Background: an optimization exercise with open tools, aiming at small area. Do not read the settings as production practice. The RTL was checked by simulation tests, not by an equivalence proof against the original design. No driver is modelled on the clock port, so clocking that relies on it looks cheaper here than on a real chip. Power figures rest on the tool's default switching activity, not on a simulated workload.

Design MultTop, start of the top module:
module MultTop(input wire clk, input wire reset, input wire [7:0] a, input wire [7:0] b,
               output wire [3:0] an, output wire [7:0] seg);
Size: roughly 390 cells after synthesis.
==> module Multi_Driver, before the edit <==
module Multi_Driver(
    input wire clk,
    input wire q,
    input wire ld,
    input wire [15:0] sw,
    output wire [3:0] an,
    output wire [7:0] seg
    );
    reg [1:0] h;
    reg x;
    reg [9:0] l;
    reg [15:0] m;
    wire z = ~|l[7:0];
    wire fb = ~(l[9] ^ l[6]) ^ (&l[8:0]);
    wire adv = l[9] & z & ((&h) ? x & ~l[8] : l[8]);
    always @(posedge clk) begin
        l <= q ? {l[8:0], fb} : 10'd0;
        h <= q ? h + {1'b0, adv} : 2'd0;
        x <= &h;
        if (ld) m <= sw;
    end
    wire [1:0] sel = h;
    wire [3:0] digit = m[4 * sel +: 4];
    assign an = ~(4'b0001 << sel);
    BCD_SEG dec(.BCD(digit), .s(seg));
endmodule
==> module COUNT_BCD, before the edit <==
module COUNT_BCD(
    input wire clk,
    input wire reset,
    input wire q,
    input wire [15:0] count,
    output wire [15:0] BCD,
    output reg ld
    );
    reg [15:0] p;
    reg [5:0] t;
    reg [15:0] w;
    wire busy = t[5] ? ~t[4] : (t[4:0] != 5'd0);
    wire differ = q ? (p != count) : (count != 16'd0);
    wire step = ~t[5] & ~t[4];
    function [3:0] adj;
        input [3:0] d;
        begin
            adj[3] = d[3] | (d[2] & d[1]) | (d[2] & d[0]);
            adj[2] = (d[2] & ~d[1] & ~d[0]) | (d[3] & d[0]);
            adj[1] = (~d[2] & d[1]) | (d[1] & d[0]) | (d[3] & ~d[0]);
            adj[0] = (~d[3] & ~d[2] & d[0]) | (d[2] & d[1] & ~d[0]) | (d[3] & ~d[0]);
        end
    endfunction
    wire [15:0] wa = {adj(w[15:12]), adj(w[11:8]), adj(w[7:4]), adj(w[3:0])};
    wire [15:0] wn = {wa[14:0], p[0]};
    always @(posedge clk) begin
        p <= busy ? {p[14:0], p[15]} : count;
    end
    always @(posedge clk or posedge reset) begin
        if (reset) begin
            t <= 6'd48;
            w <= 0;
        end else begin
            t <= busy ? t - 1'b1 : (differ ? 6'd32 : 6'd48);
            w <= step ? wn : 16'd0;
        end
    end
    always @(posedge clk or posedge reset) begin
        if (reset) ld <= 1'b1;
        else ld <= (t == 6'd0);
    end
    assign BCD = w;
endmodule
export LEC_CHECK = 0
export CAP_MARGIN = 20
export CORE_MARGIN = 2
export CORE_UTILIZATION = 40
export SLEW_MARGIN = 20
create_clock -name core_clock -period 12.0 [get_ports {clk}]
standard.sh (not shown) runs the stock make flow with config.mk's settings and CLKGATE_MAP_FILE= SYNTH_SCRIPT=/design/flow/synth_recipe.tcl, a recipe that flattens the netlist after the stock synthesis.
==> flow/flow/run.sh <==
#!/bin/bash
# Layout flow: the standard flow (standard.sh) with three changes.
#  1. After the standard synthesis, polarity.py picks the polarity of each full
#     adder and of each gate that comes in both polarities so that the netlist
#     needs fewer inverters; Yosys proves the new netlist equivalent to the
#     synthesized one (registers unchanged), else the synthesized one is kept.
#  2. The input/output port buffers use the smallest buffer cell.
#  3. Clock tree without dummy loads; leaf buffers with many flip-flops are
#     upsized after CTS (post_cts.tcl).
# Each step's full output goes to its own log file in this folder.
set -euo pipefail
HERE=$(pwd)
RES=$HERE/orfs/results/$FLOW_PLATFORM/MultTop/base
bash standard.sh synth > synth.log 2>&1
cp $RES/1_2_yosys.v $HERE/synth_orig.v
if python3 $HERE/flow/polarity.py $HERE/synth_orig.v $HERE/synth_pol.v > polarity.log 2>&1; then
  sed -E 's/\b(_[0-9]+_)\b/\1p/g; s/\b(_polinv[c]?[0-9]+_)\b/\1p/g' $HERE/synth_pol.v > $HERE/synth_pol_renamed.v
  sed "s|LIB|$FLOW_HOME/platforms/$FLOW_PLATFORM/lib/sky130_fd_sc_hd__tt_025C_1v80.lib|; s|GOLD|$HERE/synth_orig.v|; s|GATE|$HERE/synth_pol_renamed.v|" \
    $HERE/flow/eq.ys > $HERE/eq_run.ys
  if yosys -s $HERE/eq_run.ys > equiv.log 2>&1; then
    cp $HERE/synth_pol.v $RES/1_2_yosys.v
    echo "using the polarity-optimised netlist" >> polarity.log
  else
    echo "equivalence not proven; keeping the synthesized netlist" >> polarity.log
  fi
fi
bash standard.sh \
  BUFFER_PORTS_ARGS="-buffer_cell sky130_fd_sc_hd__buf_1" \
  CTS_ARGS="-sink_clustering_enable -repair_clock_nets -dont_use_dummy_load -buf_list sky130_fd_sc_hd__clkbuf_4" \
  POST_CTS_TCL=$HERE/flow/post_cts.tcl \
  finish > layout.log 2>&1
Other scripts of this flow, unchanged in this note and not shown: flow/flow/eq.ys, flow/flow/polarity.py, flow/flow/post_cts.tcl
The baseline finished clean.
Change:
--- a/flow/design.v
+++ b/flow/design.v
@@ -28,18 +28,20 @@
     reg [9:0] l;
     reg [15:0] m;
     wire z = ~|l[7:0];
     wire fb = ~(l[9] ^ l[6]) ^ (&l[8:0]);
     wire adv = l[9] & z & ((&h) ? x & ~l[8] : l[8]);
+    reg v;
     always @(posedge clk) begin
         l <= q ? {l[8:0], fb} : 10'd0;
         h <= q ? h + {1'b0, adv} : 2'd0;
         x <= &h;
+        v <= q & (v | ld);
         if (ld) m <= sw;
     end
     wire [1:0] sel = h;
-    wire [3:0] digit = m[4 * sel +: 4];
+    wire [3:0] digit = v ? m[4 * sel +: 4] : 4'd0;
     assign an = ~(4'b0001 << sel);
     BCD_SEG dec(.BCD(digit), .s(seg));
 endmodule
 `default_nettype wire
 `timescale 1ns / 1ps
@@ -68,22 +70,18 @@
     endfunction
     wire [15:0] wa = {adj(w[15:12]), adj(w[11:8]), adj(w[7:4]), adj(w[3:0])};
     wire [15:0] wn = {wa[14:0], p[0]};
     always @(posedge clk) begin
         p <= busy ? {p[14:0], p[15]} : count;
+        w <= step ? wn : 16'd0;
     end
     always @(posedge clk or posedge reset) begin
-        if (reset) begin
-            t <= 6'd48;
-            w <= 0;
-        end else begin
-            t <= busy ? t - 1'b1 : (differ ? 6'd32 : 6'd48);
-            w <= step ? wn : 16'd0;
-        end
+        if (reset) t <= 6'd48;
+        else t <= busy ? t - 1'b1 : (differ ? 6'd32 : 6'd48);
     end
     always @(posedge clk or posedge reset) begin
-        if (reset) ld <= 1'b1;
+        if (reset) ld <= 1'b0;
         else ld <= (t == 6'd0);
     end
     assign BCD = w;
 endmodule
 `timescale 1ns / 1ps
=> The new run produced a clean layout; total power came out higher slightly; synthesized cell count grows slightly; maximum frequency stays flat; core utilization barely changes; routed wire length went up by a few percent; global-route usage is higher by 0.56 points; register-to-register slack loses 0.02 ns; combinational power hardly moves; non-clock buffer count stays the same; design area came out lower slightly; area after synthesis falls slightly.

afterwards: timing with drivers on the ports:
How much do the figures lean on ideal ports? The routed layouts below were timed once more, with nothing changed but the port constraints.
Step 1, drivers: a clkbuf_16 drives clk and a buf_2 each remaining input, both assumed.
Step 2 also shifts input and output timing later by t, the mid clock arrival at the registers, as if the neighbouring blocks saw the same clock.
Slacks: no drivers / after step 1 / after step 2; pairs: no drivers / after step 1.
run	shift t [ns]	slack for setup (ns)	worst setup path after step 2
the first run	0.419	2.648 / 2.654 / 2.235	input to register
the second run	0.415	2.634 / 2.642 / 2.227	input to register
After both steps setup and hold are still met in every run listed. For the first run, which loses most, drivers alone change the setup slack by +0.006 ns; drivers and shift together by -0.413 ns.
